This is an optimization exercise on Yosys and OpenROAD, whose aim is small area and a short achievable clock period, not a production implementation. The RTL was checked by simulation tests, not by an equivalence proof against the original design.

==> flow/design.v, too long to show whole: its modules and the start of the top module <==
// module fdiv_norm: 54 lines
// module fdiv_qsl4: 1038 lines
// module fdiv_r4: 23 lines
// module fdiv_r2: 19 lines
// module fdiv_rca: 16 lines
// module fdiv_post: 47 lines
// module fdiv_stream: 105 lines
module fdiv_stream (
    input wire clk,
    input wire rstn,
    input wire in_valid,
    input wire [31:0] in_x1,
    input wire [31:0] in_x2,
    output reg out_valid,
    output reg [31:0] out_y );
  // ...
==> flow/flow/run.sh <==
#!/bin/bash
# Layout: the standard flow (standard.sh) with these changes.
# 1. Synthesis: Yosys's synth runs with -noabc, which skips only its generic
#    pre-mapping ABC pass, so the adder extraction sees the full adders with
#    the polarity the RTL writes them in instead of wrapped in inverters.
#    The final ABC mapping to the library uses an area-oriented script
#    (abc_area_map.script below: AIG rewriting with dc2/dch and the amap
#    area mapper, then ORFS's usual buffering and sizing steps) instead of
#    ORFS's delay-oriented abc_speed.script; every stage still has slack at
#    the clock period. The registers and the rest of synthesis are standard.
# 2. Port buffers: buffer_ports still buffers every input and output, with
#    sky130_fd_sc_hd__buf_1 instead of the delay cell it picks by default.
# 3. Clock tree: clkbuf_16 buffers, larger sink clusters, no dummy loads.
set -euo pipefail
cat > abc_area_map.script <<'ABC'
strash
dch -f
amap -m -F 2 -A 8
strash
dc2
dch -f
amap -m -F 2 -A 8
strash
dc2
dch -f
amap -m -F 2 -A 8
strash
dc2
dch -f
amap -m -F 2 -A 8
buffer -c
topo
stime -c
upsize -c
dnsize -c
ABC
{
  echo 'proc synth {args} { yosys synth -nofsm -noshare -noabc {*}$args }'
  echo 'proc abc {args} {'
  echo '  set i [lsearch -exact $args -script]'
  echo "  if {\$i >= 0} { lset args [expr {\$i + 1}] $PWD/abc_area_map.script }"
  echo '  yosys abc {*}$args'
  echo '}'
  tail -n +2 synth_recipe.tcl
} > synth_recipe_custom.tcl
head -1 synth_recipe.tcl | grep -q 'proc synth'
bash standard.sh SYNTH_SCRIPT="$PWD/synth_recipe_custom.tcl" \
  "BUFFER_PORTS_ARGS=-buffer_cell sky130_fd_sc_hd__buf_1" \
  "CTS_ARGS=-sink_clustering_enable -repair_clock_nets -buf_list sky130_fd_sc_hd__clkbuf_16 -sink_clustering_size 30 -sink_clustering_max_diameter 120 -sink_clustering_levels 1 -dont_use_dummy_load" \
  finish > standard.log 2>&1
==> flow/standard.sh <==
#!/bin/bash
# synth_recipe.tcl (not shown) runs the flow's synth.tcl, then flattens the netlist and writes it again
# the make line also repeats each setting of config.mk as NAME=value (left out here)
make -C /OpenROAD-flow-scripts/flow DESIGN_CONFIG=/design/flow/config.mk WORK_HOME=/design/flow/orfs CLKGATE_MAP_FILE= SYNTH_SCRIPT=/design/flow/synth_recipe.tcl "${@:-finish}"
==> flow/config.mk <==
export PLATFORM = sky130hd
export DESIGN_NAME = fdiv_stream
export DESIGN_NICKNAME = fdiv_stream
export VERILOG_FILES = /design/flow/design.v
export SDC_FILE = /design/flow/constraint.sdc
export NUM_CORES = 4
export LEC_CHECK = 0
export CAP_MARGIN = 20
export CORE_MARGIN = 2
export CORE_UTILIZATION = 40
export SLEW_MARGIN = 20
==> flow/constraint.sdc <==
create_clock -name core_clock -period 170.0 [get_ports {clk}]
set_input_delay 34.0000 -clock core_clock [delete_from_list [all_inputs] [get_ports {clk}]]
set_output_delay 34.0000 -clock core_clock [all_outputs]
set_load 0.01 [all_outputs]
==> metrics.md, run 1 <==
| Metric | Value |
|---|---|
| Crit path launch | out_y[27] |
| Post-synthesis simple-gate area fraction | 13.7% |
| Die W | 282 um |
| Layout Nets | 4327 |
| Placed Cells | 4740 |
| Biggest Area Class | multi-input combinational cells |
| Met3 wire length | 4490 um |
| Commonest non-fill, non-tap cell in the layout | nor2_1 |
| Critical Path AT | 1.05 ns |
| Post-Route M1 WL | 42100 um |
| Max incr delay on CP | 0.32 ns |
| Worst-Skew Late Latency | 0.55 ns |
| Status | no timing/DRC/antenna violations |
| CP Data Required Time | 136.00 ns |
| Reg-to-reg startpoint | ws_2[18] |
| Most frequent cell after synthesis | nor2_1 |
| Tap Count | 1030 |
| Synth unique cells | 75 |
| Area delta synth->final | 5.74% |
| Signal buf overhead | 2.21% |
| Fin cells | 4757 |
| Top cell type's share of synthesized area | 26.9% |
==> run 2: changes to the inputs <==
--- a/flow/flow/run.sh
+++ b/flow/flow/run.sh
@@ -48,3 +48,3 @@
   "BUFFER_PORTS_ARGS=-buffer_cell sky130_fd_sc_hd__buf_1" \
-  "CTS_ARGS=-sink_clustering_enable -repair_clock_nets -buf_list sky130_fd_sc_hd__clkbuf_16 -sink_clustering_size 30 -sink_clustering_max_diameter 120 -sink_clustering_levels 1 -dont_use_dummy_load" \
+  "CTS_ARGS=-sink_clustering_enable -repair_clock_nets -buf_list sky130_fd_sc_hd__clkbuf_16 -sink_clustering_size 36 -sink_clustering_max_diameter 150 -dont_use_dummy_load" \
   finish > standard.log 2>&1
==> metrics.md, run 2 <==
| Metric | Value |
|---|---|
| Status | no timing/DRC/antenna violations |
| Worst-Skew Late Latency | 0.55 ns (about the same) |
| Pins Over Slew Limit | 0 |
| H-Tree Depth | 1 |
| Top cell type's share of synthesized area | 26.9% (unchanged) |
| Hold EP | b_2[7] |
| CP Buf/Inv Count | 1 |
| Crit path launch type | flip-flop |
| HPWL after DPL | 74500 um |
| Routed len/inst | 19.5 um |
| Post-CTS setup buffer count | 0 |
| CP max FO | 1 |
| Setup CP Type | flip-flop to primary output |
| Critical Path AT | 1.05 ns (about the same) |
| Total track usage | 23.2% |
| Setup TNS | 0 ns |
| Number of global-route vias before repair | 26200 |
| Synth unique cells | 75 (unchanged) |
| CTS tree | built |
| Grt ovf | 0 |
| IO buf count | 99 |
| Overall routed net length | 92600 um |
| Max incr delay on CP | 0.33 ns (about the same) |
| Syn nets | 4367 |
| Final GP Congestion | 0.949 |
| First-pass DRT Iterations | 6 |
| Worst hold stages | 0 |
| Root buf cell | clkbuf_16 |
| Layout Nets | 4325 (-0.046%) |
| Most frequent cells in the layout | 577 x nor2_1, 415 x fa_1, 406 x o22ai_1 |
| Drt drc | 0 |
| Asr flop ratio synth | 0% |
| Tcrit/Tclk final | 20.6% |
| Initial Util | 40.5% |
| R2R setup slack | 135.50 ns |
| List of most frequent post-synthesis cells | 580 x nor2_1, 415 x fa_1, 408 x o22ai_1 |
| Clk buf depth | 3 |
| Largest cells by area after synthesis | fa_1 27%, dfxtp_1 21%, o22ai_1 8.3% |
| Startpoint of the worst hold path | b_1[7] |
| Fin. Hold Viols | 0 |
| DIE AREA | 0.0795 sq mm |
| Largest area contributor in the netlist | fa_1 |
| Max_slew headroom | 21.6% |
| First-pass GRT wire length | 148000 um |
| Mapped Cells | 3769 |
| Fin cells | 4755 (-0.042%) |
| CTS clk-pin slew, worst paths | 0.12 ns |
| Vias/cell | 5.70 |
| Placed Cells | 4740 (unchanged) |
| Fmax | 0.0285 GHz |
| Initial antenna violation count | 1 |
| Area delta synth->final | 5.58% |
| Endpoint of the worst-slack reg-to-reg timing path | out_y[22] |
| Number of setup violations in the final report | 0 |
| Post-layout min period | 35.05 ns |
| RSZ-0062 raised after global routing | false |
| Final core occ | 42.8% |
| Cell area after layout | 0.0326 sq mm |
| CP delay by family, top | flip-flops |
| Hold crit path type | flip-flop to flip-flop |
| Most frequent cell after synthesis | nor2_1 |
| Largest registers | out_y (32), x1_q (32), x2_q (32) |
| Die Span Y | 282 um |
| Sequential area share after synthesis | 20.7% |
| Reg-to-reg startpoint | ws_2[18] |
| Routed Antenna Nets | 0 |
| Post-placement cell area | 0.0322 sq mm |
| Commonest non-fill, non-tap cell in the layout | nor2_1 |
| Top-level I/O count | 100 |
| TritonCTS buffer count | 14 |
| Mean area per synthesized cell | 8.20 sq um |
| Post-CTS Resized | 0 |
| Largest net degree at the start of global routing | 55 |
| FP Rows | 101 |
| Initial DRC Count | 2464 |
| CP Data Required Time | 136.00 ns (about the same) |
| Clk_skew | 0.0938 ns |
| Antenna diodes | 0 |
| Tightest Pin Transition | 1.18 ns |
| FF+latch count, synth | 319 |
| Highest-delay cell along the critical path | dfxtp_1 |
| R2R cell count | 127 |
| Die W | 282 um (unchanged) |
| Share of cells above drive strength 1 | 3.92% |
| Crit-path cells | buf_1 |
| Vias | 27100 |
| Core box area | 0.0762 sq mm |
| Post-synth top flop | dfxtp_1 |
| Yosys warns | 4 |
| Clock Sinks | 319 |
| Max cap viols | 0 |
| Hold_buf cts | 0 |
| Syn Std Cell Area | 0.0309 sq mm |
| EDFF count, synth | 0 |
| CP endpoint kind | primary output |
## run 2: cell counts after synthesis
No cell type changed its count.
## run 2: metrics by stage
| stage | setup WS (ns) | hold WS (ns) |
|---|---|---|
| after CTS | 134.91 | 0.284 |
| final | 134.95 | 0.293 |
| after floorplan | 135.67 | 0.310 |
| after global placement | 135.54 | 0.310 |
| after detailed placement | 135.54 | 0.313 |
| after global routing | 133.15 | 0.287 |
## run 2: cell type report
cell class / count / area, sq um
Timing Repair Buffer: 143 / 722
Fill cell: 7638 / 43600
Sequential cell: 319 / 6390
Inverter: 372 / 1400
Tap cell: 1030 / 1290
Clock buffer: 14 / 350
Multi-Input combinational cell: 2877 / 22500
## run 2: cell families (layout without fill, tap and decap cells)
| family | after synthesis | count (layout) | synth area share (%) |
|---|---|---|---|
| AO/OA/AOI/OAI | 1330 | 1330 | 26.7 |
| AND/OR/NAND/NOR | 1008 | 1008 | 13.7 |
| buffers and inverters | 573 | 529 | 7.04 |
| adder cells (fa/ha/maj) | 531 | 531 | 31.6 |
| flip-flops | 319 | 319 | 20.7 |
| XOR/XNOR | 8 | 8 | 0.227 |
## run 2: metal layers
layer | track usage, % | vias to the layer above | wire length [um]
li1 | - | 13100 | -
met1 | 32.2 | 13000 | 41900
met2 | 38.5 | 892 | 43400
met3 | 1.94 | 115 | 4550
met4 | 6.74 | 0 | 2700
met5 | 0 | - | 0
## run 2: worst max-delay path by stage
stage               from        end  slack, ns  cells after the start
2_1_floorplan  out_valid  out_valid     135.67                      0
3_3_place_gp   out_y[11]  out_y[11]     135.54                      1
3_5_place_dp   out_y[29]  out_y[29]     135.54                      1
5_1_grt         ws_2[18]  out_y[22]     133.15                    127
4_1_cts        out_y[11]  out_y[11]     134.91                      1
6_report       out_y[27]  out_y[27]     134.95                      1
==> run 3: changes to the inputs <==
--- a/flow/flow/run.sh
+++ b/flow/flow/run.sh
@@ -48,3 +48,3 @@
   "BUFFER_PORTS_ARGS=-buffer_cell sky130_fd_sc_hd__buf_1" \
-  "CTS_ARGS=-sink_clustering_enable -repair_clock_nets -buf_list sky130_fd_sc_hd__clkbuf_16 -sink_clustering_size 36 -sink_clustering_max_diameter 150 -dont_use_dummy_load" \
+  "CTS_ARGS=-sink_clustering_enable -repair_clock_nets -buf_list sky130_fd_sc_hd__clkbuf_16 -sink_clustering_size 18 -sink_clustering_max_diameter 80 -dont_use_dummy_load" \
   finish > standard.log 2>&1
==> metrics.md, run 3 <==
| Metric | Value |
|---|---|
| Hold crit path type | flip-flop to flip-flop |
| Die Span Y | 282 um (unchanged) |
| CP Data Required Time | 136.00 ns (about the same) |
| Area delta synth->final | 6.63% |
| FF+latch count, synth | 319 (unchanged) |
| Sequential area share after synthesis | 20.7% (unchanged) |
| Fillers | 7615 (-0.30%) |
| Asr flop ratio synth | 0% (unchanged) |
| Tightest Pin Transition | 1.12 ns (-0.0532 ns) |
| Largest cells by area after synthesis | fa_1 27%, dfxtp_1 21%, o22ai_1 8.3% |
| Core box area | 0.0762 sq mm (unchanged) |
| Fin cells | 4768 (+0.27%) |
| EDFF count, synth | 0 (unchanged) |
| Hold_buf cts | 0 (unchanged) |
| Largest area contributor in the netlist | fa_1 |
| Tcrit/Tclk final | 20.6% (about the same) |
| Hold WS | 0.268 ns (-0.0245 ns) |
| Highest-delay cell along the critical path | dfxtp_1 |
| Status | no timing/DRC/antenna violations |
| Mapped Cells | 3769 (unchanged) |
| Setup CP Type | flip-flop to primary output |
| Crit path launch type | flip-flop |
| Initial DRC Count | 2500 (+1.5%) |
| Layout Nets | 4338 (+0.30%) |
| First-pass DRT Iterations | 14 (+8) |
| H-Tree Depth | 1 (unchanged) |
| Critical Path AT | 1.08 ns (+0.03 ns) |
| CP delay by family, top | flip-flops |
| Post-CTS setup buffer count | 0 (unchanged) |
| Most frequent cells in the layout | 577 x nor2_1, 415 x fa_1, 406 x o22ai_1 |
| Largest net degree at the start of global routing | 55 (unchanged) |
| Top cell type's share of synthesized area | 26.9% (unchanged) |
| Die W | 282 um (unchanged) |
| CTS tree | built |
| Vias | 27200 (+0.34%) |
| Antenna diodes | 0 (unchanged) |
| Clk buf depth | 3 (unchanged) |
| Commonest non-fill, non-tap cell in the layout | nor2_1 |
| Routed len/inst | 19.5 um (+0.11%) |
| CP max FO | 1 (unchanged) |
| Final core occ | 43.2% (+0.43 points) |
| TritonCTS buffer count | 27 (+13) |
| Most frequent cell after synthesis | nor2_1 |
| Total track usage | 23.3% (+0.17 points) |
| Share of cells above drive strength 1 | 4.25% (+0.33 points) |
| Routed Antenna Nets | 0 (unchanged) |
| CP endpoint kind | primary output |
| Vias/cell | 5.70 (about the same) |
| Root buf cell | clkbuf_16 |
| Grt ovf | 0 (unchanged) |
| Post-CTS Resized | 0 (unchanged) |
| Max_slew headroom | 25.2% (+3.5 points) |
| Number of global-route vias before repair | 26400 (+0.47%) |
| FP Rows | 101 (unchanged) |
| Worst-Skew Late Latency | 0.61 ns (+0.06 ns) |
| Yosys warns | 4 (unchanged) |
| Crit-path cells | buf_1 |
| Placed Cells | 4740 (unchanged) |
| Setup TNS | 0 ns (unchanged) |
| Initial Util | 40.5% (unchanged) |
| Number of setup violations in the final report | 0 (unchanged) |
| Pins Over Slew Limit | 0 (unchanged) |
| IO buf count | 99 (unchanged) |
| RSZ-0062 raised after global routing | false |
| Syn Std Cell Area | 0.0309 sq mm (unchanged) |
| Final worst slack | 134.92 ns (-0.0300 ns) |
| Fin. Hold Viols | 0 (unchanged) |
| Clock Sinks | 319 (unchanged) |
| DIE AREA | 0.0795 sq mm (unchanged) |
| List of most frequent post-synthesis cells | 580 x nor2_1, 415 x fa_1, 408 x o22ai_1 |
| Syn nets | 4367 (unchanged) |
| First-pass GRT wire length | 148000 um (+0.54%) |
| Pre-CTS worst setup slack | 135.54 ns (unchanged) |
| Final GP Congestion | 0.949 (unchanged) |
| CP Buf/Inv Count | 1 (unchanged) |
| Initial antenna violation count | 1 (unchanged) |
| HPWL after DPL | 74500 um (unchanged) |
| Post-layout min period | 35.08 ns (+0.0300 ns) |
| CTS clk-pin slew, worst paths | 0.07 ns (-0.05 ns) |
| Post-synth top flop | dfxtp_1 |
| Fmax | 0.0285 GHz (about the same) |
| Synth unique cells | 75 (unchanged) |
| Drt drc | 0 (unchanged) |
| Max incr delay on CP | 0.32 ns (about the same) |
| Top-level I/O count | 100 (unchanged) |
| Clk_skew | 0.0887 ns (-0.00512 ns) |
| Largest registers | out_y (32), x1_q (32), x2_q (32) |
| Overall routed net length | 92900 um (+0.38%) |
| Max cap viols | 0 (unchanged) |
| Mean area per synthesized cell | 8.20 sq um (unchanged) |
-- run 3: cell counts after synthesis --
No cell type changed its count.
-- run 3: cell families after synthesis --
| group | count (synthesis) | synth area share [%] |
|---|---|---|
| compound gates | 1330 | 26.7 |
| xor+xnor | 8 | 0.227 |
| fa+ha+maj | 531 | 31.6 |
| buf+inv | 573 | 7.04 |
| flops | 319 | 20.7 |
| simple gates | 1008 | 13.7 |
-- run 3: metal layers --
layer	routed length [um]	up-vias	global-route usage, %
li1	-	13200	-
met1	42000	13100	32.2
met2	43400	825	38.5
met3	4590	129	2.33
met4	2890	0	7.42
met5	0	-	0
-- run 3: area by class of cell --
class	instances	area (sq um)	area share, %
Clock buffer	27	676	2.05
Inverter	372	1400	4.25
Multi-Input combinational cell	2877	22500	68.2
Sequential cell	319	6390	19.4
Tap cell	1030	1290	3.91
Timing Repair Buffer	143	722	2.19
-- run 3: worst paths after layout --
kind | start | end | slack (ns) | cells after the start
hold / removal | qd_1[9] | qd_2[24] | 0.27 | 0
hold reg to reg | qd_1[9] | qd_2[24] | 0.27 | 0
setup reg to reg | ws_2[18] | out_y[22] | 135.53 | 127
setup / recovery | out_y[29] | out_y[29] | 134.92 | 1
-- run 3: through the flow --
step                cell area, sq um
floorplan                      30900
global placement               32200
detailed placement             32200
CTS                            32900
global route                   32900
finish                         32900
==> run 4: changes to the inputs <==
--- a/flow/flow/run.sh
+++ b/flow/flow/run.sh
@@ -17,3 +17,3 @@
 dch -f
-amap -m -F 2 -A 8
+amap -m -F 4 -A 16 -C 1000
 strash
@@ -21,3 +21,3 @@
 dch -f
-amap -m -F 2 -A 8
+amap -m -F 4 -A 16 -C 1000
 strash
@@ -25,3 +25,3 @@
 dch -f
-amap -m -F 2 -A 8
+amap -m -F 4 -A 16 -C 1000
 strash
@@ -29,3 +29,3 @@
 dch -f
-amap -m -F 2 -A 8
+amap -m -F 4 -A 16 -C 1000
 buffer -c
@@ -48,3 +48,3 @@
   "BUFFER_PORTS_ARGS=-buffer_cell sky130_fd_sc_hd__buf_1" \
-  "CTS_ARGS=-sink_clustering_enable -repair_clock_nets -buf_list sky130_fd_sc_hd__clkbuf_16 -sink_clustering_size 18 -sink_clustering_max_diameter 80 -dont_use_dummy_load" \
+  "CTS_ARGS=-sink_clustering_enable -repair_clock_nets -buf_list sky130_fd_sc_hd__clkbuf_16 -sink_clustering_size 30 -sink_clustering_max_diameter 120 -dont_use_dummy_load" \
   finish > standard.log 2>&1
==> metrics.md, run 4 <==
| Metric | Value |
|---|---|
| Setup CP Type | flip-flop to primary output |
| Worst-Skew Late Latency | 0.54 ns (-0.07 ns) |
| Initial Util | 40.5% (-0.081 points) |
| Final GP Congestion | 0.955 (+0.64%) |
| Drt drc | 0 (unchanged) |
| Largest registers | out_y (32), x1_q (32), x2_q (32) |
| RSZ-0062 raised after global routing | false |
| Max_slew headroom | 22.0% (-3.2 points) |
| Critical Path AT | 1.03 ns (-0.05 ns) |
| Largest net degree at the start of global routing | 55 (unchanged) |
| Hold crit path type | flip-flop to flip-flop |
| Mapped Cells | 3704 (-1.7%) |
| HPWL after DPL | 72000 um (-3.4%) |
| Die W | 281 um (-0.26%) |
| Layout Nets | 4271 (-1.5%) |
| FP Rows | 101 (unchanged) |
| Crit-path cells | buf_1 |
| Tightest Pin Transition | 1.17 ns (+0.0483 ns) |
| Max incr delay on CP | 0.32 ns (about the same) |
| Syn nets | 4302 (-1.5%) |
| Highest-delay cell along the critical path | dfxtp_1 |
| Post-synth top flop | dfxtp_1 |
| Vias | 26900 (-1.1%) |
| Total track usage | 22.5% (-0.87 points) |
| Pre-CTS worst setup slack | 135.54 ns (-0.00900 ns) |
| First-pass GRT wire length | 143000 um (-3.4%) |
| CP max FO | 1 (unchanged) |
| Fillers | 7642 (+0.35%) |
| CP Data Required Time | 136.00 ns (about the same) |
| CP delay by family, top | flip-flops |
| Setup TNS | 0 ns (unchanged) |
| Clk buf depth | 3 (unchanged) |
| Max cap viols | 0 (unchanged) |
| Cell area after layout | 0.0325 sq mm (-1.2%) |
| Largest area contributor in the netlist | fa_1 |
| Area delta synth->final | 5.93% |
| Clk_skew | 0.0636 ns (-0.0251 ns) |
| Mean area per synthesized cell | 8.29 sq um (+1.2%) |
| Final worst slack | 134.97 ns (+0.0540 ns) |
| Syn Std Cell Area | 0.0307 sq mm (-0.53%) |
| CTS tree | built |
| Post-placement cell area | 0.0321 sq mm (-0.35%) |
| R2R setup slack | 135.09 ns (-0.44 ns) |
| Die Span Y | 281 um (-0.26%) |
| Post-CTS setup buffer count | 0 (unchanged) |
| IO buf count | 99 (unchanged) |
| Initial antenna violation count | 0 (-1) |
| Hold_buf cts | 0 (unchanged) |
| Post-CTS Resized | 0 (unchanged) |
| CP endpoint kind | primary output |
| Routed len/inst | 19.0 um (-2.4%) |
| Root buf cell | clkbuf_16 |
| Tcrit/Tclk final | 20.6% (-0.032 points) |
| Most frequent cells in the layout | 509 x nor2_1, 415 x fa_1, 396 x o22ai_1 |
| Routed Antenna Nets | 0 (unchanged) |
| Fmax | 0.0285 GHz (+0.15%) |
| Most frequent cell after synthesis | nor2_1 |
| Top cell type's share of synthesized area | 27.0% (+0.14 points) |
| Post-layout min period | 35.03 ns (-0.0540 ns) |
| CP Buf/Inv Count | 1 (unchanged) |
| Share of cells above drive strength 1 | 4.71% (+0.46 points) |
| Initial DRC Count | 2395 (-4.2%) |
| Clock Sinks | 319 (unchanged) |
| Overall routed net length | 89400 um (-3.8%) |
| Vias/cell | 5.72 (+0.33%) |
| Asr flop ratio synth | 0% (unchanged) |
| Synth unique cells | 71 (-5.3%) |
| Commonest non-fill, non-tap cell in the layout | nor2_1 |
| Number of global-route vias before repair | 26100 (-0.91%) |
| Crit path launch type | flip-flop |
| Status | no timing/DRC/antenna violations |
| EDFF count, synth | 0 (unchanged) |
| List of most frequent post-synthesis cells | 510 x nor2_1, 415 x fa_1, 399 x o22ai_1 |
| Core box area | 0.0759 sq mm (-0.33%) |
| FF+latch count, synth | 319 (unchanged) |
| Sequential area share after synthesis | 20.8% (+0.11 points) |
| Grt ovf | 0 (unchanged) |
| H-Tree Depth | 1 (unchanged) |
| Yosys warns | 4 (unchanged) |
| CTS clk-pin slew, worst paths | 0.11 ns (+0.04 ns) |
| DIE AREA | 0.0790 sq mm (-0.52%) |
| TritonCTS buffer count | 16 (-41%) |
| Largest cells by area after synthesis | fa_1 27%, dfxtp_1 21%, o22ai_1 8.1% |
| Number of setup violations in the final report | 0 (unchanged) |
| Pins Over Slew Limit | 0 (unchanged) |
| Top-level I/O count | 100 (unchanged) |
| Antenna diodes | 0 (unchanged) |
| Fin. Hold Viols | 0 (unchanged) |
| First-pass DRT Iterations | 7 (-7) |
## run 4: worst paths after layout
kind | startpoint | to | cells after the start
min | z_1 | z_2 | 0
max | out_y[7] | out_y[7] | 1
min reg2reg | z_1 | z_2 | 0
max reg2reg | x1_q[28] | ws_1[12] | 144
## run 4: cell families after synthesis
group | Yosys count | synth area share, %
compound gates | 1320 | 26.9
xor+xnor | 9 | 0.281
fa+ha+maj | 531 | 31.8
buf+inv | 576 | 7.10
flops | 319 | 20.8
simple gates | 949 | 13.2
## run 4: stage by stage
stage | util [%] | hold slack [ns] | instances
after global routing | 42.9 | 0.314 | 4701
after global placement | 42.3 | 0.310 | 4683
after floorplan | - | 0.310 | 3704
after CTS | 42.8 | 0.325 | 4699
after detailed placement | 42.3 | 0.312 | 4683
final | 42.9 | 0.331 | 4701
## run 4: metal layers
layer  global-route usage, %  vias up  part of all wire, %
li1                        -    13000                    -
met1                    30.9    12900                   45
met2                    37.3      898                   46
met3                    2.05      145                  5.2
met4                    6.94        0                  3.3
met5                       0        -                    0
## run 4: worst register-to-register path, delay by kind of cell (launching register included)
kind	cells	cell delay [ns]
compound gates	61	11.33
xor+xnor	4	0.92
fa+ha+maj	29	10.83
buf+inv	16	5.10
flops	1	0.33
simple gates	34	6.26
## run 4: final cells by class
type	count	area, sq um	share of cell area (%)
timing repair buffer	148	752	2.31
sequential	319	6390	19.6
tap	1030	1290	3.96
inverter	379	1430	4.38
multi-input combinational	2809	22300	68.5
clock buffer	16	400	1.23
==> run 5: changes to the inputs <==
--- a/flow/flow/run.sh
+++ b/flow/flow/run.sh
@@ -17,3 +17,3 @@
 dch -f
-amap -m -F 4 -A 16 -C 1000
+amap -m -F 2 -A 8
 strash
@@ -21,3 +21,3 @@
 dch -f
-amap -m -F 4 -A 16 -C 1000
+amap -m -F 2 -A 8
 strash
@@ -25,3 +25,3 @@
 dch -f
-amap -m -F 4 -A 16 -C 1000
+amap -m -F 2 -A 8
 strash
@@ -29,3 +29,3 @@
 dch -f
-amap -m -F 4 -A 16 -C 1000
+amap -m -F 2 -A 8
 buffer -c
==> metrics.md, run 5 <==
| Metric | Value |
|---|---|
| Status | no timing/DRC/antenna violations |
| FF+latch count, synth | 319 (unchanged) |
| Fin cells | 4757 (+1.2%) |
| Setup CP Type | flip-flop to primary output |
| Critical Path AT | 1.05 ns (+0.02 ns) |
| Die Span Y | 282 um (+0.26%) |
| Commonest non-fill, non-tap cell in the layout | nor2_1 |
| EDFF count, synth | 0 (unchanged) |
| Syn nets | 4367 (+1.5%) |
| CP endpoint kind | primary output |
| Crit path launch type | flip-flop |
| Initial DRC Count | 2525 (+5.4%) |
| Clock Sinks | 319 (unchanged) |
| Highest-delay cell along the critical path | dfxtp_1 |
| Sequential area share after synthesis | 20.7% (-0.11 points) |
| Layout Nets | 4327 (+1.3%) |
| Top-level I/O count | 100 (unchanged) |
| Final GP Congestion | 0.949 (-0.64%) |
| Routed Antenna Nets | 0 (unchanged) |
| Post-CTS Resized | 0 (unchanged) |
| Pins Over Slew Limit | 0 (unchanged) |
| Die W | 282 um (+0.26%) |
| Placed Cells | 4740 (+1.2%) |
| Endpoint of the worst-slack reg-to-reg timing path | out_y[22] |
| List of most frequent post-synthesis cells | 580 x nor2_1, 415 x fa_1, 408 x o22ai_1 |
| FP Rows | 101 (unchanged) |
| Drt drc | 0 (unchanged) |
| CP Buf/Inv Count | 1 (unchanged) |
| Crit-path cells | buf_1 |
| Syn Std Cell Area | 0.0309 sq mm (+0.53%) |
| Max incr delay on CP | 0.32 ns (about the same) |
| DIE AREA | 0.0795 sq mm (+0.52%) |
| Area delta synth->final | 5.74% |
| R2R cell count | 127 (-12%) |
| Post-CTS setup buffer count | 0 (unchanged) |
| Initial Util | 40.5% (+0.081 points) |
| Multi-input logic area | 0.0225 sq mm (+0.76%) |
| IO buf count | 99 (unchanged) |
| Share of cells above drive strength 1 | 3.97% (-0.74 points) |
| Overall routed net length | 92900 um (+3.9%) |
| First-pass DRT Iterations | 5 (-2) |
| H-Tree Depth | 1 (unchanged) |
| Worst hold stages | 0 (unchanged) |
| CTS clk-pin slew, worst paths | 0.11 ns (about the same) |
| CTS tree | built |
| Root buf cell | clkbuf_16 |
| CP max FO | 1 (unchanged) |
| Max_slew headroom | 25.4% (+3.4 points) |
| Fmax | 0.0285 GHz (about the same) |
| Total track usage | 23.3% (+0.78 points) |
| Synth unique cells | 75 (+5.6%) |
| Number of global-route vias before repair | 26300 (+0.64%) |
| Hold crit path type | flip-flop to flip-flop |
| Mapped Cells | 3769 (+1.8%) |
| TritonCTS buffer count | 16 (unchanged) |
| Tightest Pin Transition | 1.12 ns (-0.0508 ns) |
| Most frequent cells in the layout | 577 x nor2_1, 415 x fa_1, 406 x o22ai_1 |
| Hold_buf cts | 0 (unchanged) |
| Grt ovf | 0 (unchanged) |
| Largest area contributor in the netlist | fa_1 |
| Hold EP | out_y[31] |
| Initial antenna violation count | 0 (unchanged) |
| Fillers | 7640 (-0.026%) |
| Number of setup violations in the final report | 0 (unchanged) |
| Fin. Hold Viols | 0 (unchanged) |
| First-pass GRT wire length | 148000 um (+3.3%) |
| CP Data Required Time | 136.00 ns (about the same) |
| Startpoint of the worst hold path | s_2 |
| Core box area | 0.0762 sq mm (+0.33%) |
| Setup TNS | 0 ns (unchanged) |
| Antenna diodes | 0 (unchanged) |
| Max cap viols | 0 (unchanged) |
| Tcrit/Tclk final | 20.6% (about the same) |
| Reg-to-reg startpoint | ws_2[18] |
| Vias | 27100 (+0.84%) |
| Most frequent cell after synthesis | nor2_1 |
| Post-synth top flop | dfxtp_1 |
| Top cell type's share of synthesized area | 26.9% (-0.14 points) |
| Post-layout min period | 35.05 ns (+0.0190 ns) |
| R2R setup slack | 135.46 ns (+0.37 ns) |
| FF/Latch Area | 0.00639 sq mm (unchanged) |
| Clk_skew | 0.0809 ns (+0.0173 ns) |
| HPWL after DPL | 74500 um (+3.5%) |
| Vias/cell | 5.70 (-0.34%) |
| Routed len/inst | 19.5 um (+2.7%) |
| CP delay by family, top | flip-flops |
| Yosys warns | 4 (unchanged) |
| Worst-Skew Late Latency | 0.55 ns (about the same) |
| Mean area per synthesized cell | 8.20 sq um (-1.2%) |
| Clk buf depth | 3 (unchanged) |
| Largest registers | out_y (32), x1_q (32), x2_q (32) |
| Largest cells by area after synthesis | fa_1 27%, dfxtp_1 21%, o22ai_1 8.3% |
| Asr flop ratio synth | 0% (unchanged) |
| RSZ-0062 raised after global routing | false |
| Largest net degree at the start of global routing | 55 (unchanged) |
run 5: cell types whose count changed after synthesis, moves of 7 or more:
| cell | previous run | this run |
|---|---|---|
| a211oi_1 | 11 | 23 |
| a21oi_1 | 363 | 353 |
| a31oi_1 | 40 | 27 |
| nand2_1 | 219 | 238 |
| nand3_1 | 48 | 29 |
| nor2_1 | 510 | 580 |
| nor3_1 | 55 | 45 |
| o21ai_1 | 25 | 35 |
| o221a_2 | 26 | 3 |
| o22a_1 | 71 | 79 |
| o22ai_1 | 399 | 408 |
| or3_1 | 13 | 6 |
run 5: kinds of logic after synthesis:
family | share of synthesized area [%]
AO/OA/AOI/OAI | 26.7
XOR/XNOR | 0.227
adder cells (fa/ha/maj) | 31.6
buffers and inverters | 7.04
flip-flops | 20.7
AND/OR/NAND/NOR | 13.7
run 5: metal layers:
| metal | track usage (%) | vias to the layer above | part of all wire (%) |
|---|---|---|---|
| met5 | 0 | - | 0 |
| met4 | 7.01 | 0 | 3.0 |
| met3 | 1.99 | 129 | 4.8 |
| met2 | 38.5 | 890 | 47 |
| met1 | 32.2 | 13000 | 45 |
| li1 | - | 13100 | - |
run 5: layout make-up:
cell class,count,share of cell area (%)
Sequential cell,319,19.6
Multi-Input combinational cell,2877,68.8
Timing Repair Buffer,143,2.21
Clock buffer,16,1.23
Tap cell,1030,3.95
Inverter,372,4.29
run 5: worst max-delay path by stage:
stage / startpoint / end / slack (ns) / cells after the start
after floorplan: out_valid / out_valid / 135.67 / 0
after global placement: out_y[11] / out_y[11] / 135.54 / 1
after detailed placement: out_y[29] / out_y[29] / 135.54 / 1
after CTS: out_y[29] / out_y[29] / 134.92 / 1
after global routing: ws_2[18] / out_y[22] / 133.14 / 127
final: out_y[27] / out_y[27] / 134.95 / 1
run 5: per-stage QoR:
step	instance area [sq um]	utilization, %	setup WS [ns]	hold WS (ns)
6_report	32700	42.9	134.95	0.326
5_1_grt	32700	42.9	133.14	0.322
4_1_cts	32600	42.8	134.92	0.321
3_5_place_dp	32200	42.3	135.54	0.313
3_3_place_gp	32200	42.3	135.54	0.310
2_1_floorplan	30900	-	135.67	0.310
==> run 6: changes to the inputs <==
--- a/flow/config.mk
+++ b/flow/config.mk
@@ -9,3 +9,3 @@
 export CORE_MARGIN = 2
-export CORE_UTILIZATION = 40
+export CORE_UTILIZATION = 60
 export SLEW_MARGIN = 20
==> metrics.md, run 6 <==
| Metric | Value |
|---|---|
| Total track usage | 34.3% (+11 points) |
| Drt drc | 0 (unchanged) |
| Mapped Cells | 3769 (unchanged) |
| CTS clk-pin slew, worst paths | 0.11 ns (about the same) |
| Syn Std Cell Area | 0.0309 sq mm (unchanged) |
| Compound-Gate Fraction of Synth Area | 26.7% (unchanged) |
| List of most frequent post-synthesis cells | 580 x nor2_1, 415 x fa_1, 408 x o22ai_1 |
| Sequential area share after synthesis | 20.7% (unchanged) |
| Fillers | 4519 (-41%) |
| Grt ovf | 0 (unchanged) |
| Final core occ | 63.0% (+20 points) |
| Endpoint of the worst-slack reg-to-reg timing path | out_y[8] |
| Fin. Hold Viols | 0 (unchanged) |
| Post-CTS setup buffer count | 0 (unchanged) |
| Hold EP | b_2[10] |
| Fmax | 0.0285 GHz (about the same) |
| Initial DRC Count | 3007 (+19%) |
| Share of cells above drive strength 1 | 3.92% (-0.053 points) |
| Multiplexer area fraction after synthesis | 0% (unchanged) |
| Commonest non-fill, non-tap cell in the layout | nor2_1 |
| TritonCTS buffer count | 16 (unchanged) |
| Worst hold stages | 0 (unchanged) |
| CP Data Required Time | 136.00 ns (about the same) |
| Asr flop ratio synth | 0% (unchanged) |
| Area delta synth->final | 4.19% |
| Pins Over Slew Limit | 0 (unchanged) |
| Clk_skew | 0.0943 ns (+0.0134 ns) |
| Final GP Congestion | 0.971 (+2.3%) |
| Vias | 28400 (+4.5%) |
| Die Span Y | 231 um (-18%) |
| Top-level I/O count | 100 (unchanged) |
| RSZ-0062 raised after global routing | false |
| Startpoint of the worst hold path | b_1[10] |
| Synth Area in XOR/XNOR | 0.227% (unchanged) |
| Number of setup violations in the final report | 0 (unchanged) |
| First-pass GRT wire length | 147000 um (-0.92%) |
| CP max FO | 1 (unchanged) |
| Layout Nets | 4326 (-0.023%) |
| Syn nets | 4367 (unchanged) |
| Most frequent cells in the layout | 577 x nor2_1, 415 x fa_1, 406 x o22ai_1 |
| Initial antenna violation count | 5 (+5) |
| Mean area per synthesized cell | 8.20 sq um (unchanged) |
| FP Rows | 83 (-18%) |
| H-Tree Depth | 1 (unchanged) |
| Post-synth top flop | dfxtp_1 |
| Setup TNS | 0 ns (unchanged) |
| Synth unique cells | 75 (unchanged) |
| Status | no timing/DRC/antenna violations |
| Top cell type's share of synthesized area | 26.9% (unchanged) |
| R2R cell count | 129 (+1.6%) |
| Crit-path cells | buf_1 |
| Worst-Skew Late Latency | 0.54 ns (about the same) |
| Largest net degree at the start of global routing | 55 (unchanged) |
| Hold_buf cts | 0 (unchanged) |
| CTS tree | built |
| First-pass DRT Iterations | 6 (+1) |
| Largest area contributor in the netlist | fa_1 |
| Hold crit path type | flip-flop to flip-flop |
| Setup CP Type | flip-flop to primary output |
| Largest registers | out_y (32), x1_q (32), x2_q (32) |
| Largest family of logic cells by synthesized area | adder cells |
| R2R setup slack | 135.55 ns (+0.09 ns) |
| Overall routed net length | 92200 um (-0.75%) |
| Yosys warns | 4 (unchanged) |
| Crit path launch type | flip-flop |
| Synth Area in Adders | 31.6% (unchanged) |
| Most frequent cell after synthesis | nor2_1 |
| FF+latch count, synth | 319 (unchanged) |
| Reg-to-reg startpoint | ws_2[18] |
| Post-layout min period | 35.03 ns (-0.0190 ns) |
| Post-synthesis simple-gate area fraction | 13.7% (unchanged) |
| Max cap viols | 0 (unchanged) |
| IO buf count | 99 (unchanged) |
| Core box area | 0.0511 sq mm (-33%) |
| Vias/cell | 6.43 (+13%) |
| Die W | 231 um (-18%) |
| HPWL after DPL | 73700 um (-1.1%) |
| EDFF count, synth | 0 (unchanged) |
| Routed Antenna Nets | 0 (unchanged) |
| Number of global-route vias before repair | 27400 (+4.3%) |
| Routed len/inst | 20.9 um (+7.1%) |
| Post-CTS Resized | 0 (unchanged) |
| Highest-delay cell along the critical path | dfxtp_1 |
| Clock Sinks | 319 (unchanged) |
| CP delay by family, top | flip-flops |
| Tcrit/Tclk final | 20.6% (about the same) |
| Clk buf depth | 3 (unchanged) |
| Max incr delay on CP | 0.33 ns (about the same) |
| Tightest Pin Transition | 1.16 ns (+0.0436 ns) |
| Critical Path AT | 1.03 ns (-0.02 ns) |
| Largest cells by area after synthesis | fa_1 27%, dfxtp_1 21%, o22ai_1 8.3% |
| Initial Util | 60.5% (+20 points) |
| Root buf cell | clkbuf_16 |
| CP Buf/Inv Count | 1 (unchanged) |
| Max_slew headroom | 21.6% (-3.7 points) |
| DIE AREA | 0.0533 sq mm (-33%) |
| CP endpoint kind | primary output |
-- run 6: cell counts after synthesis --
Identical to the previous run, type by type.
-- run 6: worst max-delay path by stage --
stage / start / endpoint / depth (start not counted)
detailed placement: out_y[22] / out_y[22] / 1
finish: out_y[24] / out_y[24] / 1
floorplan: out_valid / out_valid / 0
CTS: out_y[22] / out_y[22] / 1
global placement: out_valid / out_valid / 1
global route: ws_2[18] / out_y[18] / 129
-- run 6: cell type report --
cell class / count / area, sq um / share of cell area [%]
multi-input cells: 2877 / 22400 / 69.7
flip-flops and latches: 319 / 6390 / 19.8
inverters: 372 / 1400 / 4.35
well taps: 680 / 851 / 2.64
repair buffers: 142 / 694 / 2.16
clock buffers: 16 / 400 / 1.24
diodes: 3 / 7.51 / 0.0233
-- run 6: worst register-to-register path: cells and delay by family (launching register included) --
| kind | cells | cell delay [ns] |
|---|---|---|
| DFF | 1 | 0.35 |
| buffers and inverters | 12 | 2.98 |
| adders and majority gates | 66 | 20.58 |
| and+or+nand+nor | 25 | 4.16 |
| AOI/OAI and AO/OA | 25 | 6.00 |
| xor gates and xnor gates | 1 | 0.22 |
-- run 6: kinds of logic after synthesis --
family                     after synthesis
AOI/OAI and AO/OA                     1330
and+or+nand+nor                       1008
buffers and inverters                  573
adders and majority gates              531
DFF                                    319
xor gates and xnor gates                 8
-- run 6: stage by stage --
stage          setup WS (ns)  hold slack [ns]  area, sq um  instances
6_report              134.97            0.248        32200       4409
5_1_grt               133.56            0.246        32200       4406
4_1_cts               134.94            0.246        32200       4406
3_5_place_dp          135.54            0.312        31800       4390
3_3_place_gp          135.54            0.311        31800       4390
2_1_floorplan         135.67            0.310        30900       3769
-- run 6: per-layer routing --
layer | track usage, % | wire length, um | up-vias
li1 | - | - | 13200
met1 | 45.6 | 37700 | 13600
met2 | 56.3 | 43200 | 1375
met3 | 4.25 | 6780 | 246
met4 | 15.3 | 4470 | 4
met5 | 0 | 31 | -
==> run 7: changes to the inputs <==
--- a/flow/config.mk
+++ b/flow/config.mk
@@ -10,2 +10,3 @@
 export CORE_UTILIZATION = 60
+export PLACE_DENSITY = 0.75
 export SLEW_MARGIN = 20
==> metrics.md, run 7 <==
| Metric | Value |
|---|---|
| HPWL after DPL | 69800 um (-5.3%) |
| Compound-Gate Fraction of Synth Area | 26.7% (unchanged) |
| Critical Path Sink | out_y[29] |
| Max cap viols | 0 (unchanged) |
| Drt drc | 0 (unchanged) |
| Pins Over Slew Limit | 0 (unchanged) |
| Root buf cell | clkbuf_16 |
| Stages on worst setup path | 1 (unchanged) |
| Total track usage | 32.9% (-1.4 points) |
| CP Data Required Time | 136.00 ns (about the same) |
| Tcrit/Tclk final | 20.6% (about the same) |
| Grt ovf | 0 (unchanged) |
| Top-level I/O count | 100 (unchanged) |
| Most frequent cell after synthesis | nor2_1 |
| First-pass DRT Iterations | 9 (+3) |
| CP Buf/Inv Count | 1 (unchanged) |
| Max_slew headroom | 28.6% (+6.9 points) |
| Highest-delay cell along the critical path | dfxtp_1 |
| RSZ-0062 raised after global routing | false |
| Antenna diodes | 0 (-3) |
| Die Span Y | 231 um (unchanged) |
| Tightest Pin Transition | 1.07 ns (-0.0919 ns) |
| R2R cell count | 129 (unchanged) |
| GRT busiest layer | met2 |
| Met2 usage | 54.5% (-1.8 points) |
| Yosys warns | 4 (unchanged) |
| Final core occ | 63.0% (unchanged) |
| Hold crit path type | flip-flop to flip-flop |
| Post-synth top flop | dfxtp_1 |
| Synth Area in XOR/XNOR | 0.227% (unchanged) |
| Syn nets | 4367 (unchanged) |
| Fin. Hold Viols | 0 (unchanged) |
| FP Rows | 83 (unchanged) |
| Crit path launch type | flip-flop |
| Initial antenna violation count | 1 (-4) |
| Initial Util | 60.5% (unchanged) |
| Die W | 231 um (unchanged) |
| GR Layer Usage met1 | 44.2% (-1.4 points) |
| Overall routed net length | 87600 um (-5.0%) |
| CP max FO | 1 (unchanged) |
| Largest cells by area after synthesis | fa_1 27%, dfxtp_1 21%, o22ai_1 8.3% |
| IO buf count | 99 (unchanged) |
| Routed len/inst | 19.9 um (-4.9%) |
| R2R setup slack | 135.35 ns (-0.20 ns) |
| Asr flop ratio synth | 0% (unchanged) |
| Initial DRC Count | 2871 (-4.5%) |
| TritonCTS buffer count | 16 (unchanged) |
| Setup CP Type | flip-flop to primary output |
| Post-synthesis simple-gate area fraction | 13.7% (unchanged) |
| Core box area | 0.0511 sq mm (unchanged) |
| Number of global-route vias before repair | 26500 (-3.3%) |
| Largest net degree at the start of global routing | 55 (unchanged) |
| Crit-path cells | buf_1 |
| Worst-Skew Late Latency | 0.53 ns (about the same) |
| Synth Area in Adders | 31.6% (unchanged) |
| Top cell type's share of synthesized area | 26.9% (unchanged) |
| CTS clk-pin slew, worst paths | 0.10 ns (about the same) |
| Synth unique cells | 75 (unchanged) |
| Number of setup violations in the final report | 0 (unchanged) |
| Setup TNS | 0 ns (unchanged) |
| H-Tree Depth | 1 (unchanged) |
| Final GP Congestion | 1.01 (+3.7%) |
| Largest family of logic cells by synthesized area | adder cells |
| Post-layout min period | 35.03 ns (+0.00500 ns) |
| Clock Sinks | 319 (unchanged) |
| EDFF count, synth | 0 (unchanged) |
| Met3 GRT Util | 3.59% (-0.65 points) |
| Multiplexer area fraction after synthesis | 0% (unchanged) |
| Sequential area share after synthesis | 20.7% (unchanged) |
| Status | no timing/DRC/antenna violations |
| Clk buf depth | 3 (unchanged) |
| Post-CTS Resized | 0 (unchanged) |
| Mean area per synthesized cell | 8.20 sq um (unchanged) |
| CTS tree | built |
| Mapped Cells | 3769 (unchanged) |
| Worst hold stages | 0 (unchanged) |
| Endpoint of the worst-slack reg-to-reg timing path | out_y[9] |
| Crit path launch | out_y[29] |
| Reg-to-reg startpoint | ws_2[18] |
| CP delay by family, top | flip-flops |
| Largest registers | out_y (32), x1_q (32), x2_q (32) |
| Fmax | 0.0285 GHz (about the same) |
| Largest area contributor in the netlist | fa_1 |
| Hold WS | 0.333 ns (+0.0846 ns) |
| Clk_skew | 0.0626 ns (-0.0317 ns) |
| DIE AREA | 0.0533 sq mm (unchanged) |
| Layout Nets | 4323 (-0.069%) |
| Post-CTS setup buffer count | 0 (unchanged) |
| Routed Antenna Nets | 0 (unchanged) |
| Syn Std Cell Area | 0.0309 sq mm (unchanged) |
| First-pass GRT wire length | 142000 um (-3.5%) |
| CP endpoint kind | primary output |
| Critical Path AT | 1.03 ns (about the same) |
| Area delta synth->final | 4.19% (unchanged) |
| Vias | 27700 (-2.4%) |
| Share of cells above drive strength 1 | 3.81% (-0.10 points) |
| Most frequent cells in the layout | 577 x nor2_1, 415 x fa_1, 406 x o22ai_1 |
| Vias/cell | 6.29 (-2.2%) |
| Max incr delay on CP | 0.34 ns (about the same) |
| Hold_buf cts | 0 (unchanged) |
| List of most frequent post-synthesis cells | 580 x nor2_1, 415 x fa_1, 408 x o22ai_1 |
| FF+latch count, synth | 319 (unchanged) |
| Commonest non-fill, non-tap cell in the layout | nor2_1 |
==> run 7: cell counts after synthesis <==
Identical to the previous run, type by type.
==> run 7: how the worst min path moves through the flow <==
stage                  from       end
CTS                 qd_1[9]  qd_2[24]
global route        qd_1[3]  qd_2[18]
floorplan            e_1[0]    e_2[0]
global placement     e_1[2]    e_2[2]
finish              qd_1[9]  qd_2[24]
detailed placement   e_1[6]    e_2[6]
==> run 7: logic make-up after synthesis <==
group                    count (synthesis)
AO/OA/AOI/OAI                         1330
AND/OR/NAND/NOR                       1008
buffers and inverters                  573
flip-flops                             319
adder cells (fa/ha/maj)                531
XOR/XNOR                                 8
==> run 7: metrics by stage <==
stage	cell area, sq um	cells	worst slack, ns
after CTS	32100	4400	134.95
after global placement	31700	4384	135.55
after global routing	32200	4403	133.14
after detailed placement	31700	4384	135.54
after floorplan	30900	3769	135.67
final	32200	4403	134.97
==> run 7: metal layers <==
layer,vias to the layer above,share of wire (%)
li1,13200,-
met1,13100,42
met2,1188,47
met3,210,7.1
met4,2,4.2
met5,-,0.015
==> run 7: final cells by class <==
cell class,count,area [sq um]
clock buffer,16,400
fill,4556,18900
inverter,372,1400
multi-input combinational,2877,22500
sequential,319,6390
tap,680,851
timing repair buffer,139,694
==> run 8: changes to the inputs <==
--- a/flow/flow/run.sh
+++ b/flow/flow/run.sh
@@ -7,3 +7,3 @@
 #    (abc_area_map.script below: AIG rewriting with dc2/dch and the amap
-#    area mapper, then ORFS's usual buffering and sizing steps) instead of
+#    area mapper, then ORFS's buffering and down-sizing steps) instead of
 #    ORFS's delay-oriented abc_speed.script; every stage still has slack at
@@ -33,3 +33,2 @@
 stime -c
-upsize -c
 dnsize -c
--- a/flow/config.mk
+++ b/flow/config.mk
@@ -9,4 +9,3 @@
 export CORE_MARGIN = 2
-export CORE_UTILIZATION = 60
-export PLACE_DENSITY = 0.75
+export CORE_UTILIZATION = 40
 export SLEW_MARGIN = 20
==> metrics.md, run 8 <==
| Metric | Value |
|---|---|
| Clock Sinks | 319 (unchanged) |
| Hold EP | qd_2[27] |
| CTS tree | built |
| Number of global-route vias before repair | 26500 (-0.18%) |
| CTS clk-pin slew, worst paths | 0.11 ns (about the same) |
| Mean area per synthesized cell | 8.14 sq um (-0.71%) |
| Largest net degree at the start of global routing | 55 (unchanged) |
| Compound-Gate Fraction of Synth Area | 26.6% (-0.18 points) |
| FP Rows | 101 (+22%) |
| Top-level I/O count | 100 (unchanged) |
| Largest registers | out_y (32), x1_q (32), x2_q (32) |
| Drt drc | 0 (unchanged) |
| Syn nets | 4367 (unchanged) |
| Commonest non-fill, non-tap cell in the layout | nor2_1 |
| Worst-Skew Late Latency | 0.56 ns (+0.03 ns) |
| Synth unique cells | 59 (-21%) |
| R2R cell count | 141 (+9.3%) |
| Max cap viols | 0 (unchanged) |
| Number of setup violations in the final report | 0 (unchanged) |
| Die Span Y | 281 um (+22%) |
| Total track usage | 23.4% (-9.4 points) |
| Post-CTS setup buffer count | 0 (unchanged) |
| Tcrit/Tclk final | 20.7% (+0.088 points) |
| Largest cells by area after synthesis | fa_1 27%, dfxtp_1 21%, o22ai_1 8.6% |
| Die W | 281 um (+22%) |
| Hold crit path type | flip-flop to flip-flop |
| First-pass GRT wire length | 148000 um (+4.5%) |
| Highest-delay cell along the critical path | o22ai_1 |
| Vias | 27300 (-1.3%) |
| Share of cells above drive strength 1 | 2.78% (-1.0 points) |
| Endpoint of the worst-slack reg-to-reg timing path | ws_1[2] |
| Max incr delay on CP | 0.86 ns (+0.52 ns) |
| DIE AREA | 0.0789 sq mm (+48%) |
| R2R setup slack | 134.82 ns (-0.53 ns) |
| Fin. Hold Viols | 0 (unchanged) |
| Worst path most repeated cell | o21ai_0 |
| First-pass DRT Iterations | 6 (-3) |
| Top cell type's share of synthesized area | 27.1% (+0.19 points) |
| CP max FO | 25 (+24) |
| Status | no timing/DRC/antenna violations |
| Max_slew headroom | 20.6% (-8.0 points) |
| Clk_skew | 0.0473 ns (-0.0153 ns) |
| Setup CP Type | flip-flop to flip-flop |
| Worst hold stages | 0 (unchanged) |
| Fin cells | 4768 (+8.3%) |
| Tightest Pin Transition | 1.19 ns (+0.120 ns) |
| Largest family of logic cells by synthesized area | adder cells |
| Layout Nets | 4337 (+0.32%) |
| List of most frequent post-synthesis cells | 588 x nor2_1, 420 x o22ai_1, 415 x fa_1 |
| Vias/cell | 5.74 (-8.8%) |
| Crit path launch type | flip-flop |
| CP Buf/Inv Count | 16 (+15) |
| Startpoint of the worst hold path | qd_1[12] |
| Stages on worst setup path | 141 (+140) |
| HPWL after DPL | 74600 um (+6.9%) |
| CP endpoint kind | flip-flop |
| Setup TNS | 0 ns (unchanged) |
| Routed Antenna Nets | 0 (unchanged) |
| Post-synth top flop | dfxtp_1 |
| Final GP Congestion | 0.982 (-2.4%) |
| Mapped Cells | 3769 (unchanged) |
| FF+latch count, synth | 319 (unchanged) |
| Placed Cells | 4749 (+8.3%) |
| Post-synthesis simple-gate area fraction | 13.6% (-0.17 points) |
| Initial Util | 40.4% (-20 points) |
| Initial DRC Count | 2852 (-0.66%) |
| Synth Area in Adders | 31.8% (+0.23 points) |
| Asr flop ratio synth | 0% (unchanged) |
| Synth Area in XOR/XNOR | 0.228% (+0.0016 points) |
| CP delay by family, top | compound AO/OA/AOI/OAI gates |
| CP Data Required Time | 170.40 ns (+34.40 ns) |
| Sequential area share after synthesis | 20.8% (+0.15 points) |
| Core box area | 0.0759 sq mm (+49%) |
| TritonCTS buffer count | 17 (+1) |
| Post-layout min period | 35.18 ns (+0.150 ns) |
| Fmax | 0.0284 GHz (-0.43%) |
| Root buf cell | clkbuf_16 |
| Pins Over Slew Limit | 0 (unchanged) |
| Yosys warns | 4 (unchanged) |
| Reg-to-reg startpoint | x2_q[25] |
| Critical Path AT | 35.59 ns (+34.56 ns) |
| Most frequent cells in the layout | 585 x nor2_1, 418 x o22ai_1, 415 x fa_1 |
| Area delta synth->final | 6.14% |
| H-Tree Depth | 1 (unchanged) |
| EDFF count, synth | 0 (unchanged) |
| Hold_buf cts | 0 (unchanged) |
| Multiplexer area fraction after synthesis | 0% (unchanged) |
| RSZ-0062 raised after global routing | false |
| Post-CTS Resized | 0 (unchanged) |
| Routed len/inst | 19.5 um (-1.9%) |
| Grt ovf | 0 (unchanged) |
| Initial antenna violation count | 1 (unchanged) |
| Largest area contributor in the netlist | fa_1 |
| Clk buf depth | 3 (unchanged) |
| Syn Std Cell Area | 0.0307 sq mm (-0.71%) |
| Overall routed net length | 93000 um (+6.2%) |
| Most frequent cell after synthesis | nor2_1 |
| IO buf count | 99 (unchanged) |
==> run 8: cell count changes in the layout (fill, tap and decap cells not counted), moves of 4 or more <==
cell,before,now
o21ai_0,214,248
clkinv_1,45,49
o22ai_1,406,418
o22ai_2,13,2
inv_1,304,323
nor2_1,577,585
buf_4,37,52
o21ai_1,34,3
nor2_2,7,0
inv_2,21,0
==> run 8: layout make-up <==
type | instances | area (sq um)
clock buffers | 17 | 425
fillers | 7665 | 43400
repair buffers | 152 | 782
flip-flops and latches | 319 | 6390
diodes | 1 | 2.50
inverters | 372 | 1400
well taps | 1030 | 1290
multi-input cells | 2877 | 22300
==> run 8: how the worst max path moves through the flow <==
stage	start	to	slack (ns)
6_report	x2_q[25]	ws_1[2]	134.82
2_1_floorplan	out_valid	out_valid	135.67
4_1_cts	out_y[6]	out_y[6]	134.91
3_3_place_gp	ws_2[18]	out_y[14]	135.33
3_5_place_dp	ws_2[18]	out_y[17]	135.26
5_1_grt	x2_q[25]	ws_1[17]	131.50
==> run 8: cells by family (layout without fill, tap and decap cells) <==
kind of cell,Yosys count,in the layout
compound gates,1330,1330
xor+xnor,8,8
fa+ha+maj,531,531
buf+inv,573,541
flops,319,319
other cells,0,1
simple gates,1008,1008
==> run 8: metrics by stage <==
| stage | setup WS (ns) | util (%) | area (sq um) | hold slack (ns) |
|---|---|---|---|---|
| 6_report | 134.82 | 42.9 | 32600 | 0.317 |
| 5_1_grt | 131.50 | 42.9 | 32600 | 0.319 |
| 4_1_cts | 134.91 | 42.8 | 32500 | 0.321 |
| 3_5_place_dp | 135.26 | 42.3 | 32100 | 0.312 |
| 3_3_place_gp | 135.33 | 42.3 | 32100 | 0.310 |
| 2_1_floorplan | 135.67 | - | 30700 | 0.310 |
==> run 8: metal layers <==
layer / track usage (%) / vias up / share of wire (%)
met5: 0 / - / 0.014
met1: 32.1 / 13000 / 44
met2: 38.6 / 1032 / 46
met4: 7.28 / 2 / 3.3
met3: 2.77 / 173 / 6.2
li1: - / 13100 / -

==> port drivers added, routing unchanged <==
In the flow no input, the clock included, has a driving cell. The finished layouts below were timed again as built, in two steps.
Step 1 (the two cells are an assumption about what drives the block):
set clk [get_ports {clk}]
set_driving_cell -lib_cell sky130_fd_sc_hd__clkbuf_16 $clk
set_driving_cell -lib_cell sky130_fd_sc_hd__buf_2 [delete_from_list [all_inputs] $clk]
Step 2, shift: input delay + t, output delay - t, t = (earliest + latest rising clock arrival at the registers) / 2. This alone moves slack from input paths to output paths.
Slacks: ideal ports / drivers / drivers and shift; pairs: ideal ports / drivers.
run | shift t [ns] | setup WS [ns] | hold slack, ns | worst setup path at the end | latest minus earliest clock arrival (ns)
run 1 | 0.564 | 134.952 / 134.894 / 135.457 | 0.326 / 0.326 / 0.326 | register to output | 0.083 / 0.083
run 2 | 0.555 | 134.947 / 134.893 / 135.448 | 0.293 / 0.293 / 0.293 | register to output | 0.095 / 0.094
run 3 | 0.621 | 134.917 / 134.857 / 135.478 | 0.268 / 0.268 / 0.268 | register to output | 0.089 / 0.089
run 4 | 0.558 | 134.971 / 134.917 / 135.086 | 0.331 / 0.331 / 0.331 | register to register | 0.065 / 0.064
run 5 | 0.564 | 134.952 / 134.894 / 135.457 | 0.326 / 0.326 / 0.326 | register to output | 0.083 / 0.083
run 6 | 0.555 | 134.971 / 134.908 / 135.463 | 0.248 / 0.248 / 0.248 | register to output | 0.094 / 0.094
run 7 | 0.559 | 134.966 / 134.908 / 135.346 | 0.333 / 0.333 / 0.333 | register to register | 0.062 / 0.063
run 8 | 0.575 | 134.816 / 134.816 / 134.816 | 0.317 / 0.317 / 0.317 | register to register | 0.088 / 0.089
After both steps setup and hold are still met in every run listed.
